From an optimization exercise on the open Yosys and OpenROAD flow, aimed at small area and a short achievable clock period; shortcuts taken in it are not production practice. Function was checked by simulation only, so behaviour that the tests miss may differ from the original.

== P ==
==> flow/design.v (excerpt) <==
module fpu_addmul(
  input  wire        clk,
  input  wire        op,      
  input  wire [31:0] s,
  input  wire [31:0] t,
  output wire [31:0] d
);
Size in the first run: about 3700 cells after synthesis, roughly 98 I/O pins.
Settings: LEC_CHECK=0, CAP_MARGIN=10, CORE_MARGIN=2, CORE_UTILIZATION=40, CTS_BUF_LIST=sky130_fd_sc_hd__clkbuf_4 sky130_fd_sc_hd__clkbuf_8, SLEW_MARGIN=10, SYNTH_HIERARCHICAL=1, TNS_END_PERCENT=5; clock period 13.0 ns.
standard.sh (not shown) runs the stock make flow with config.mk's settings and CLKGATE_MAP_FILE= SYNTH_SCRIPT=/design/flow/synth_recipe.tcl, a recipe that flattens the netlist after the stock synthesis.
==> flow/flow/run.sh <==
#!/bin/bash
set -euo pipefail
export SETUP_SLACK_MARGIN=7
export BUFFER_PORTS_ARGS="-buffer_cell sky130_fd_sc_hd__buf_2"
bash standard.sh > standard.log 2>&1
P finished every step from synthesis to the final layout, and the layout passed the timing, design-rule and antenna checks.
Here is what was changed in the inputs of Q compared with P.
==> flow/flow/run.sh <==
#!/bin/bash
set -euo pipefail
export SETUP_SLACK_MARGIN=7.5
export BUFFER_PORTS_ARGS="-buffer_cell sky130_fd_sc_hd__buf_2"
bash standard.sh > standard.log 2>&1
--- a/flow/config.mk
+++ b/flow/config.mk
@@ -6,9 +6,9 @@
 export NUM_CORES = 4
 export LEC_CHECK = 0
-export CAP_MARGIN = 10
+export CAP_MARGIN = 20
 export CORE_MARGIN = 2
 export CORE_UTILIZATION = 40
 export CTS_BUF_LIST = sky130_fd_sc_hd__clkbuf_4 sky130_fd_sc_hd__clkbuf_8
-export SLEW_MARGIN = 10
+export SLEW_MARGIN = 20
 export SYNTH_HIERARCHICAL = 1
 export TNS_END_PERCENT = 5
Findings:
Post-layout worst setup margin for Q is higher than for P.
When Q is set beside P, its length of the first detailed-routing pass in iterations turns out to be 2 smaller.
Higher via count among P and Q: Q
Comparing P and Q, share of final-layout standard cells stronger than drive strength 1 is lower on P.
Start point of the critical path: g1[5] -> P, s[28] -> Q
Cmp P and Q / critical path buffer and inverter count / higher: Q
Looking at the reports, Q completed the entire flow and the layout it produced met the timing, design-rule and antenna checks.
[compare] base=P new=Q: non-clock buffer count went up 111; met1 track demand over resource in global routing went up 1.7 points; post-synthesis cell area held.
Inputs modified between Q and R:
==> flow/flow/run.sh <==
#!/bin/bash
set -euo pipefail
export SETUP_SLACK_MARGIN=7
export BUFFER_PORTS_ARGS="-buffer_cell sky130_fd_sc_hd__buf_2"
bash standard.sh > standard.log 2>&1
--- a/flow/config.mk
+++ b/flow/config.mk
@@ -12,3 +12,3 @@
 export SLEW_MARGIN = 20
 export SYNTH_HIERARCHICAL = 1
-export TNS_END_PERCENT = 5
+export TNS_END_PERCENT = 1
Notes after the runs:
Summary of R over Q: area added between synthesis and finish now smaller, worst max-slew margin expressed relative to the limit increased by 1.6 points relative to the old numbers, number of vias after detailed routing shows a reduction of 966.
Summary of R over Q: number of buffer and inverter stages on the critical path fell by 3, logic depth of the worst register-to-register path went down 2, first-iteration DRC count saw a decrease.
For Q, the beginning of the critical path was s[28], unlike R, where it was none1[6].
Going from Q to R, wire length lower, clock-pin slew reported for the worst setup and hold paths after clock tree synthesis higher.
Relative to R, the following input files were edited for S:
--- a/flow/config.mk
+++ b/flow/config.mk
@@ -12,3 +12,3 @@
 export SLEW_MARGIN = 20
 export SYNTH_HIERARCHICAL = 1
-export TNS_END_PERCENT = 1
+export TNS_END_PERCENT = 20
### Flow results
- Summary of S over R: final worst-path cycle share went down, time the final worst path needs with I/O delays and setup now smaller.
- Summary: via count, S worse than R
- Core util | S vs R | S higher
- S vs. R: path length in cells of the critical path -9; routed wire length moved up.
Setup changes, S to T
==> flow/flow/run.sh <==
#!/bin/bash
set -euo pipefail
export SETUP_SLACK_MARGIN=6.5
export BUFFER_PORTS_ARGS="-buffer_cell sky130_fd_sc_hd__buf_2"
bash standard.sh > standard.log 2>&1
--- a/flow/config.mk
+++ b/flow/config.mk
@@ -12,3 +12,3 @@
 export SLEW_MARGIN = 20
 export SYNTH_HIERARCHICAL = 1
-export TNS_END_PERCENT = 20
+export TNS_END_PERCENT = 5
--- outcome ---
- T against S: final cell count without fillers decreased about 1.1%; count of cells along the worst register-to-register path increased 10%.

v6:
fpu_addmul again, from the RTL that the note above started with.
Settings: LEC_CHECK=0, CAP_MARGIN=5, CORE_MARGIN=2, CORE_UTILIZATION=40, CTS_BUF_LIST=sky130_fd_sc_hd__clkbuf_4 sky130_fd_sc_hd__clkbuf_8, SLEW_MARGIN=5, SYNTH_HIERARCHICAL=1, TNS_END_PERCENT=5; clock period 13.0 ns.
==> flow/flow/run.sh <==
#!/bin/bash
set -euo pipefail
export SETUP_SLACK_MARGIN=7
export BUFFER_PORTS_ARGS="-buffer_cell sky130_fd_sc_hd__buf_2"
bash standard.sh > standard.log 2>&1
The inputs of v7 differ from those of v6 as listed below.
==> flow/flow/run.sh <==
#!/bin/bash
set -euo pipefail
export SETUP_SLACK_MARGIN=7.25
export BUFFER_PORTS_ARGS="-buffer_cell sky130_fd_sc_hd__buf_2"
bash standard.sh > standard.log 2>&1
==> flow/config.mk <==
export PLATFORM = sky130hd
export DESIGN_NAME = fpu_addmul
export DESIGN_NICKNAME = fpu_addmul
export VERILOG_FILES = /design/flow/design.v
export SDC_FILE = /design/flow/constraint.sdc
export NUM_CORES = 4
export LEC_CHECK = 0
export CAP_MARGIN = 20
export CORE_MARGIN = 2
export CORE_UTILIZATION = 40
export CTS_BUF_LIST = sky130_fd_sc_hd__clkbuf_4 sky130_fd_sc_hd__clkbuf_8
export SLEW_MARGIN = 20
export SYNTH_HIERARCHICAL = 1
export TNS_END_PERCENT = 5
--- outcome ---
A end point of the critical path of v2[16]$_DFF_P_ is what v6 shows, while v2[11]$_DFF_P_ belongs to v7.
v6 → v7: number of global-route vias before repair went up about 1.3%, part of the cycle the worst path needs went up 0.22 points, cell area increased by 1200 sq um relative to the old numbers.

the baseline:
fpu_addmul again, from the RTL that the note above started with.
Design fpu_addmul, start of the top module:
module fpu_addmul(
  input  wire        clk,
  input  wire        op,      
  input  wire [31:0] s,
  input  wire [31:0] t,
  output wire [31:0] d
);
==> flow/config.mk <==
export PLATFORM = sky130hd
export DESIGN_NAME = fpu_addmul
export DESIGN_NICKNAME = fpu_addmul
export VERILOG_FILES = /design/flow/design.v
export SDC_FILE = /design/flow/constraint.sdc
export NUM_CORES = 4
export LEC_CHECK = 0
export CAP_MARGIN = 20
export CORE_MARGIN = 2
export CORE_UTILIZATION = 40
export CTS_BUF_LIST = sky130_fd_sc_hd__clkbuf_4 sky130_fd_sc_hd__clkbuf_8
export SLEW_MARGIN = 20
export SYNTH_HIERARCHICAL = 1
export TNS_END_PERCENT = 5
==> flow/constraint.sdc <==
create_clock -name core_clock -period 13.0 [get_ports {clk}]
set_input_delay 2.6000 -clock core_clock [delete_from_list [all_inputs] [get_ports {clk}]]
set_output_delay 2.6000 -clock core_clock [all_outputs]
set_load 0.01 [all_outputs]
==> flow/flow/run.sh <==
#!/bin/bash
set -euo pipefail
export SETUP_SLACK_MARGIN=7
export BUFFER_PORTS_ARGS="-buffer_cell sky130_fd_sc_hd__buf_2"
bash standard.sh > standard.log 2>&1
What the candidate does differently from the baseline at the input level:
- removing CTS_BUF_LIST (formerly sky130_fd_sc_hd__clkbuf_4 sky130_fd_sc_hd__clkbuf_8)
[summary]
[compare] base=the baseline new=the candidate: post-CTS setup buffer count went down by 1, final routed wirelength across all metal layers was more or less identical, largest incremental delay on the critical path went up by 50 ps.

==> afterwards: timing with drivers on the ports <==
In the flow no input, the clock included, has a driving cell. The finished layouts below were timed again as built, in two steps. Step 1: set_driving_cell puts a clkbuf_16 on clk and a buf_2 on each other input, an assumption about the parent block. Step 2 moves the port delays by t, midway between the first and last clock arrival at a register: inputs arrive t later, outputs are due t later. That takes back most of the time a late clock gives input paths. Slacks: no drivers / after step 1 / after step 2; pairs: no drivers / after step 1.
run | t (ns) | setup slack, ns | latest minus earliest clock arrival (ns) | worst register clock-pin slew, ns
P | 0.566 | 6.990 / 6.936 / 6.678 | 0.025 / 0.025 | 0.11 / 0.11
Q | 0.560 | 7.126 / 7.086 / 6.606 | 0.024 / 0.023 | 0.11 / 0.11
R | 0.554 | 6.975 / 6.937 / 6.568 | 0.027 / 0.026 | 0.11 / 0.11
S | 0.557 | 7.033 / 6.972 / 6.756 | 0.025 / 0.025 | 0.11 / 0.11
T | 0.536 | 6.328 / 6.328 / 6.328 | 0.019 / 0.019 | 0.10 / 0.10
v6 | 0.566 | 6.990 / 6.936 / 6.678 | 0.025 / 0.025 | 0.11 / 0.11
v7 | 0.559 | 6.962 / 6.962 / 6.644 | 0.030 / 0.029 | 0.12 / 0.12
the baseline | 0.555 | 6.995 / 6.948 / 6.674 | 0.025 / 0.025 | 0.11 / 0.11
the candidate | 0.512 | 6.899 / 6.831 / 6.761 | 0.019 / 0.019 | 0.08 / 0.08
After both steps setup and hold are still met in every run listed. The setup slack of Q, which loses most, moves by -0.040 ns with the drivers and by -0.520 ns with both steps.
